This design comes from an exercise in tuning for small area, a short achievable clock period and few clock cycles on the open sky130 flow, not from production work.
At most, simulation tests tie the RTL to the original design; equivalence was not proved.
No activity file was given, so power comes from the tool's default toggle rates.

Setup of rev 12:
Design convUnit, start of the top module:
module convUnit (
    clk,
    reset,
    image,
    filter,
    result,
    done
);
clock: 16.0 ns
lec_check: 0
cap_margin: 20
core_area: 5 5 225 225
die_area: 0 0 230 230
slew_margin: 20
run.sh (not shown) runs the stock make flow with config.mk's settings and CLKGATE_MAP_FILE= SYNTH_SCRIPT=/design/flow/synth_recipe.tcl, a recipe that flattens the netlist after the stock synthesis.
Rev 12: no failed stages, no open violations at the end
## Diff of input files: rev 13 against rev 12
==> flow/flow/run.sh (new file) <==
#!/bin/bash
set -euo pipefail
export BUFFER_PORTS_ARGS="-buffer_cell sky130_fd_sc_hd__buf_1"
export SETUP_SLACK_MARGIN="${MARGIN:-$(cat flow/margin.txt)}"
bash standard.sh > standard.log 2>&1
==> flow/flow/margin.txt (new file) <==
10
==> flow/standard.sh (new file) <==
#!/bin/bash
# synth_recipe.tcl (not shown) runs the flow's synth.tcl, then flattens the netlist and writes it again
# the make line also repeats each setting of config.mk as NAME=value (left out here)
make -C /OpenROAD-flow-scripts/flow DESIGN_CONFIG=/design/flow/config.mk WORK_HOME=/design/flow/orfs CLKGATE_MAP_FILE= SYNTH_SCRIPT=/design/flow/synth_recipe.tcl "${@:-finish}"
removed: flow/run.sh
==> comparison <==
- Going from rev 12 to rev 13, fmax grew by more than 10%.
- Cmp rev 12 and rev 13 / proportion of cell area occupied by multi-input gates / higher: rev 13
- Post-detailed-routing wire length went up by a few percent going from rev 12 to rev 13.
- Rev 13 vs. rev 12: actual slew at the worst max-slew pin shows a reduction of 110 ps, register area picked up an extra about 2%, final total power saw an increase.
No run of this note included a check of the RTL's function; only the layout flow was run.

========
Another version of the RTL of convUnit (not shown whole).
Size in the first run: roughly 2900 cells after synthesis, about 820 I/O pins, roughly 0.018 mm^2 of cells after synthesis.
Settings: LEC_CHECK=0, ABC_AREA=1, CAP_MARGIN=20, CORE_AREA=5 5 245 245, DIE_AREA=0 0 250 250, SLEW_MARGIN=20; clock period 16.0 ns.
standard.sh (not shown) runs the stock make flow with config.mk's settings and CLKGATE_MAP_FILE= SYNTH_SCRIPT=/design/flow/synth_recipe.tcl, a recipe that flattens the netlist after the stock synthesis.
==> flow/flow/run.sh <==
#!/bin/bash
set -euo pipefail
export BUFFER_PORTS_ARGS="-buffer_cell sky130_fd_sc_hd__buf_1"
export SETUP_SLACK_MARGIN="${MARGIN:-$(cat flow/margin.txt)}"
bash standard.sh > standard.log 2>&1
==> flow/flow/margin.txt <==
11.5
The starting point produced a clean layout.
Testbench counts at the start, summed over its fixed seeds: cycles 10,736.
Rerun with:
==> flow/flow/margin.txt (replaced) <==
11
Worst setup slack is worse by 0.095 ns.
Total power fell by about 10%.
Worst hold slack is better by 0.012 ns.
Wire length fell by about 1.3%.
Final cell count fell by about 1.1%.
Clock skew rose by 0.0063 ns.
Clock power is about the same.
Fmax fell by about 2%.
Synthesized area is unchanged.

========
Another version of the RTL of convUnit (not shown whole).
Size in the first run: about 3000 cells after synthesis, ~92 flip-flops, ~19000 um^2 of cells after synthesis.
Settings: LEC_CHECK=0, ABC_AREA=1, CAP_MARGIN=20, CORE_AREA=5 5 245 245, DIE_AREA=0 0 250 250, SLEW_MARGIN=20; clock period 16.0 ns.
==> flow/flow/margin.txt <==
10
Scripts as last shown in full above: flow/flow/run.sh
The first run produced a clean layout.
Testbench counts at the start, summed over its fixed seeds: cycles 10,736.
Edit:
==> flow/flow/margin.txt (replaced) <==
12
- final area goes up by about 17%
- wire length goes up by about 10%
- maximum frequency goes up by 12%
- total power goes up by about 30%
Edit:
==> flow/flow/margin.txt (replaced) <==
11
- CAP_MARGIN: 20 -> 0
- SLEW_MARGIN: 20 -> 0
What happened:
- The new run finished clean
- clock skew rose by 0.0087 ns
- first-iteration DRC count went up by 2.0%
- wire length came out lower by 6.6%
- synthesized cell count stays the same
- register-to-register slack gains 0.05 ns
- area after synthesis stays the same
- worst setup slack is worse by 0.042 ns

========
convUnit again, from the RTL that the note above started with.
Settings: LEC_CHECK=0, CAP_MARGIN=20, CORE_AREA=5 5 245 245, DIE_AREA=0 0 250 250, SLEW_MARGIN=20; clock period 16.0 ns.
==> flow/flow/margin.txt <==
10.5
Scripts as last shown in full above: flow/flow/run.sh
Testbench counts at the start, summed over its fixed seeds: cycles 10,736.
Edit:
==> flow/flow/margin.txt (replaced) <==
11
--- a/flow/config.mk
+++ b/flow/config.mk
@@ -7,0 +8 @@
+export ABC_AREA = 1
=> Utilization decreases by 0.44 points. Power rises by 21%. Via count rises by 5.0%. Setup slack is better by 0.66 ns. Area after synthesis goes up by 6.3%. Final cell count is higher by 16%.
Edit:
==> flow/flow/margin.txt (replaced) <==
0
Synthesized area does not change.
Die area is unchanged.
Via count shrinks by 2.5%.
Sequential cell count is unchanged.
Global-route usage falls by 0.70 points.

========
Another version of the RTL of convUnit (not shown whole).
For scale: about 2900 cells after synthesis, about 90 flip-flops, about 820 I/O pins, ~18000 um2 of cells after synthesis.
clock: 16.0 ns
lec_check: 0
abc_area: 1
cap_margin: 20
core_area: 5 5 235 235
die_area: 0 0 240 240
place_density: 0.7
slew_margin: 20
==> flow/flow/margin.txt <==
11
Scripts as last shown in full above: flow/flow/run.sh
Then changed:
CORE_AREA = 5 5 220 220   (was 5 5 235 235)
DIE_AREA = 0 0 225 225   (was 0 0 240 240)
PLACE_DENSITY = not set   (was 0.7)
Effect: Now the flow failed in I/O pin placement on PPL-0024. Area after synthesis stays the same. Synthesized cell count does not change.
Function was not checked in any run of this note: the RTL went through the layout flow alone.

port drivers added, routing unchanged:
The flow's constraints put no driver on any port. The routed layouts listed below were extracted and timed again, unchanged, in two steps. Step 1 sets driving cells, clkbuf_16 on the clock port and buf_2 on the other inputs (assumed; they add their load-dependent delay and slew). Step 2 adds t to the input delays and takes it off the output delays; t is the mean of the earliest and latest rising clock arrival at the registers after step 1. Input paths then give back, and output paths get back, about the clock's delay inside the block. Slacks: no drivers / after step 1 / after step 2; pairs: no drivers / after step 1.
run | t (ns) | setup WS [ns] | worst setup path after step 2 | worst register clock-pin slew, ns
rev 12 | 0.424 | 8.649 / 8.659 / 8.235 | input to register | 0.09 / 0.09
rev 13 | 0.446 | 9.897 / 9.916 / 9.470 | input to register | 0.08 / 0.08
the first run of note 2 | 0.462 | 11.075 / 11.075 / 10.615 | input to register | 0.08 / 0.08
the second run of note 2 | 0.458 | 10.980 / 11.002 / 10.544 | input to register | 0.09 / 0.09
the first run of note 3 | 0.451 | 10.378 / 10.378 / 10.330 | input to register | 0.08 / 0.08
the second run of note 3 | 0.452 | 11.000 / 11.000 / 10.998 | input to register | 0.08 / 0.08
the third run of note 3 | 0.444 | 10.958 / 10.995 / 10.551 | input to register | 0.10 / 0.10
the first run of note 4 | 0.446 | 10.338 / 10.351 / 9.905 | input to register | 0.07 / 0.07
the second run of note 4 | 0.440 | 10.999 / 10.999 / 10.634 | input to register | 0.09 / 0.09
the third run of note 4 | 0.451 | 10.065 / 10.065 / 10.065 | register to register | 0.08 / 0.08
the first run of note 5 | 0.458 | 10.935 / 10.883 / 10.425 | input to register | 0.09 / 0.09
After both steps every run listed still meets setup and hold. The setup slack of the first run of note 5, which loses most, moves by -0.052 ns with the drivers and by -0.510 ns with both steps.
